Context: an optimization exercise on an open-source flow, tuned for small area. The choices shown serve that exercise and are no tape-out recipe. Only simulation tests tie the RTL to the original design; equivalence was not proved.

## flow/design.v (module list and top-level ports; edited modules follow where they fit)
// module Cordic: 5144 lines
// module FA: 6 lines
// module XO: 5 lines
// module HA: 6 lines
module Cordic(clk,rst,phase_step,xin,yin,xout,yout);
  // ...
==> flow/run.sh <==
#!/bin/bash
# synth_recipe.tcl (not shown) runs the flow's synth.tcl, then flattens the netlist and writes it again
# the make line also repeats each setting of config.mk as NAME=value (left out here)
make -C /OpenROAD-flow-scripts/flow DESIGN_CONFIG=/design/flow/config.mk WORK_HOME=/design/flow/orfs CLKGATE_MAP_FILE= SYNTH_SCRIPT=/design/flow/synth_recipe.tcl finish
==> flow/config.mk <==
export PLATFORM = sky130hd
export DESIGN_NAME = Cordic
export DESIGN_NICKNAME = Cordic
export VERILOG_FILES = /design/flow/design.v
export SDC_FILE = /design/flow/constraint.sdc
export NUM_CORES = 4
export LEC_CHECK = 0
export CAP_MARGIN = 20
export CORE_MARGIN = 2
export CORE_UTILIZATION = 70
export CTS_CLUSTER_DIAMETER = 100
export CTS_CLUSTER_SIZE = 30
export SLEW_MARGIN = 20
export SYNTH_HIERARCHICAL = 1
export SYNTH_MINIMUM_KEEP_SIZE = 0
==> flow/constraint.sdc <==
create_clock -name core_clock -period 5.0 [get_ports {clk}]
set_input_delay 1.0000 -clock core_clock [delete_from_list [all_inputs] [get_ports {clk}]]
set_output_delay 1.0000 -clock core_clock [all_outputs]
set_load 0.01 [all_outputs]
==> impl_metrics.csv, run 1 <==
group,metric,value,unit
synthesis,synth_top_area_share,38.63,%
global_route,grt_pass1_vias,45340,
layout,nFillCells,7101,
clock_tree,post-cts-setup-buffers,1,
floorplanning,tap_cells,1380,
sta,finalSetupTns,0,ps
sta,clock.fmax,204.8,MHz
synthesis,synth-edff-count,0,
layout,final_cell_mix,"dfxtp_1, xor2_1, fa_1",
synthesis,ys_seq_area_share,38.63,%
layout,clk_share,1.861,%
critical_path,endpoint,"Y15[18]",
sta,setup_violations,0,
sta,timing.hold.ws,324.5,ps
layout,multi_input_area_share,55.69,%
layout,layout_commonest_cell,"dfxtp_1",
routing,drt_wl_total,139.0,mm
sta,rsz0062_at_grt,"true",
routing,drtIter0Drc,2673,
layout,stdcell_area,78670,um2
routing,dr_wl_met3,5.402,mm
layout,largest_reg_flops,32,
layout,seq_area,28330,um2
floorplanning,die-area,107100,um2
routing,highest_layer,"met4",
critical_path,crit_top_cell,"fa_1",
critical_path,reg2reg_from,"Z14[17]",
critical_path,critical_path_required,5620,ps
layout,multi_input_area,43810,um2
run_status,status,"no timing/DRC/antenna violations",
sta,worst_pin_slew,861.7,ps
synthesis,ys_async_sr_fraction,0,%
layout,num-multi-input-gates,4425,
sta,slew_violations,0,
routing,drt_pass1_iterations,6,
global_route,grt_max_degree,65,
sta,finalHoldViolCount,0,
min_path,min-delay-start,"Z0[11]",
synthesis,synth_top_family_by_area,"adder cells",
synthesis,ys_seq_elements,1412,
==> inputs of run 2 (changes only) <==
--- a/flow/config.mk
+++ b/flow/config.mk
@@ -9,6 +9,6 @@
 export CORE_MARGIN = 2
 export CORE_UTILIZATION = 70
-export CTS_CLUSTER_DIAMETER = 100
-export CTS_CLUSTER_SIZE = 30
+export CTS_CLUSTER_DIAMETER = 80
+export CTS_CLUSTER_SIZE = 25
 export SLEW_MARGIN = 20
 export SYNTH_HIERARCHICAL = 1
==> run 2 against run 1 <==
Still clean. First-iteration DRC count grew 0.86%. Non-clock buffer count is 1 higher. Register-to-register slack better by 20 ps. Synthesized cell count stayed put.
==> impl_metrics.csv, run 2 <==
group,metric,value,unit
clock_tree,clockBufferDepth,3,
clock_tree,cts_hold_buffers,0,
clock_tree,insertion_delay,670,ps
routing,avgViaCountPerCell,5.645,
synthesis,synth-edff-count,0,
layout,diodes,0,
floorplanning,die-area,107100,um2
sta,clock.fmax,205.6,MHz
layout,area_growth,8.155,%
global_route,grt_pass1_wl,231.7,mm
sta,worst_pin_slew,783.3,ps
sta,slew_violations,0,
critical_path,critical_path_required,5580,ps
global_route,grt.total_usage,26.80,%
critical_path,critPathKind,"reg -> reg",
clock_tree,cts_buffers,68,
placed_design,placed_cell_area,76610,um2
synthesis,ys_async_sr_fraction,0,%
critical_path,worstSetupStartpointType,"flop",
sta,finalSetupTns,0,ps
routing,drc,0,
sta,slew_headroom,46.43,%
global_route,grt_pass1_vias,45590,
synthesis,syn_area,73170,um2
floorplanning,start_util,70.59,%
global_route,grt_overflow,0,
floorplanning,fp-row-count,118,
critical_path,ff2ff_path_depth,15,
sta,finalCritPeriodShare,97.30,%
clock_tree,htree_levels,3,
critical_path,rrSetupSlack,140,ps
synthesis,yosysTopAreaCell,"dfxtp_1",
layout,final_cell_mix,"dfxtp_1, xor2_1, fa_1",
clock_tree,cts_sinks,1412,
sta,rsz0062_at_grt,"true",
placed_design,routabilityCongestion,0.9019,
min_path,hold-path-cell-count,0,
global_route,grt_max_degree,65,
layout,layout_commonest_cell,"dfxtp_1",
clock_tree,cts_tree,"built",
synthesis,ys_seq_area_share,38.63,%
layout,fin_nets,7684,
synthesis,synthTopCellsByCount,"dfxtp_1, xor2_1, fa_1",
layout,stdcell_area,79130,um2
critical_path,cp-end-kind,"flop",
floorplanning,ioPinCount,110,
synthesis,synth_most_common_cell,"dfxtp_1",
critical_path,arrival,5440,ps
routing,drt_pass1_iterations,6,
global_route,antenna_found_initial,0,
critical_path,reg2reg_from,"Z11[20]",
layout,largest_reg_flops,32,
sta,finalCriticalPeriod,4865,ps
routing,vias,44260,
sta,finalHoldViolCount,0,
placed_design,port_buffers,109,
critical_path,crit_fanout,7,
placed_design,dp_hpwl,110.9,mm
layout,top_regs,"phase_acc: 32 flops, Z0: 31 flops",
floorplanning,core_area,103600,um2
routing,drt_wl_total,139.7,mm
routing,avgRoutedWirePerCell,17.82,um
critical_path,crit_path_start,"Z11[20]",
min_path,min-delay-start,"Z0[27]",
synthesis,syn_inst,6229,
layout,top_register,"phase_acc",
synthesis,avgSynthCellArea,11.75,um2
routing,drtIter0Drc,2696,
synthesis,synth_top_area_share,38.63,%
sta,setup_violations,0,
clock_tree,cts_root_buffer,"clkbuf_16",
synthesis,ys.flop_type,"dfxtp_1",
sta,timing.hold.ws,320.0,ps
routing,drtAntennaViolNets,0,
synthesis,ys_seq_elements,1412,
clock_tree,clkSlewWorstSetupHoldPaths,100,ps
sta,skew,24.14,ps
floorplanning,die_width,327.3,um
synthesis,yosysWarnings,7,
min_path,hp-class,"reg -> reg",
layout,drive_above_1_share,6.007,%
floorplanning,fp.dieH,327.3,um
run_status,status,"no timing/DRC/antenna violations",
layout,nFillCells,7024,
run,cap_violations,0,
synthesis,synthTopCellsByArea,"dfxtp_1, fa_1, xor2_1, ha_1, xnor2_1",
synthesis,ys_types,79,
run 2: area by class of cell:
cell class              count  area (um2)  share of cell area (%)
multi-input cells        4425       43740                   55.27
flip-flops and latches   1412       28330                   35.80
repair buffers            252        2262                   2.859
clock buffers              87        1932                   2.441
well taps                1380        1727                   2.182
inverters                 275        1070                   1.352
clock inverters             8       72.57                 0.09171
run 2: logic make-up (layout without fill, tap and decap cells):
kind of cell / Yosys count / after routing / share of synthesized area [%]
mux: 36 / 36 / 0.5079
compound gates: 629 / 629 / 5.467
other cells: 1 / 11 / 0.005125
simple gates: 1290 / 1290 / 9.552
flops: 1412 / 1412 / 38.63
fa+ha+maj: 1184 / 1184 / 28.37
buf+inv: 402 / 622 / 2.146
xor+xnor: 1275 / 1275 / 15.31
run 2: path summary, 6_finish.rpt:
kind,endpoint
setup / recovery,X12[18]
hold / removal,Z1[27]
setup reg to reg,X12[18]
hold reg to reg,Z1[27]
run 2: what timing repair did:
item                                    4_1_cts  5_1_grt
endpoints found under the setup margin        3       99
buffers inserted                              3       39
gates resized for setup                       1       52
cloned                                        0        0
pin swaps                                     0        7
run 2: metal layers:
| layer | global-route usage, % | share of wire [%] | up-vias |
|---|---|---|---|
| met5 | 0 | 0 | - |
| li1 | - | - | 21270 |
| met2 | 43.98 | 47 | 984 |
| met3 | 3.518 | 4.6 | 221 |
| met1 | 37.37 | 45 | 21780 |
| met4 | 8.367 | 3.1 | 0 |
run 2: critical path, cell delays in order, from the launching register on:
cell	delay [ps]
dfxtp_4	410
xnor2_1	200
fa_2	390
fa_1	390
fa_1	390
fa_1	390
fa_1	390
fa_1	400
fa_2	400
o221ai_1	130
o21bai_2	140
or2_2	330
or3_1	310
a21o_1	210
inv_1	110
xor2_1	190
run 2: modules after synthesis, one instance, submodules excluded:
module  cell area (um2)  flip-flops and latches
Cordic            46970                    1412
XO                8.758                       0
FA                20.02                       0
HA                12.51                       0
run 2: per-stage QoR:
step	utilization, %	setup WS (ps)	instances
floorplan	-	2.601	6239
global placement	73.91	-336.8	7702
detailed placement	73.91	-388.7	7702
CTS	75.89	6.510	7800
global route	76.35	-37.40	7839
finish	76.35	135.2	7839

-- afterwards: timing with drivers on the ports --
No port has a modelled driver above. Below, the same layouts with a new extraction and two added sets of constraints. Step 1 sets driving cells, clkbuf_16 on the clock port and buf_2 on the other inputs (assumed; they add their load-dependent delay and slew). Step 2 adds t to the input delays and takes it off the output delays; t is the mean of the earliest and latest rising clock arrival at the registers after step 1. Input paths then give back, and output paths get back, about the clock's delay inside the block. a / b / c = ideal ports / drivers / drivers and shift; a / b = the first two.
run	t, ns	setup WS [ns]	clock arrival spread, ns	worst data-port slew with drivers (ns)	pins driven straight from the clock port
run 1	0.766	0.118 / 0.118 / -0.343	0.024 / 0.024	0.05	1
run 2	0.728	0.135 / 0.135 / -0.359	0.037 / 0.036	0.05	1
With both steps, setup timing fails in run 1 and run 2, where it was met with ideal ports. For run 2, which loses most, drivers alone change the setup slack by 0.000 ns; drivers and shift together by -0.494 ns.
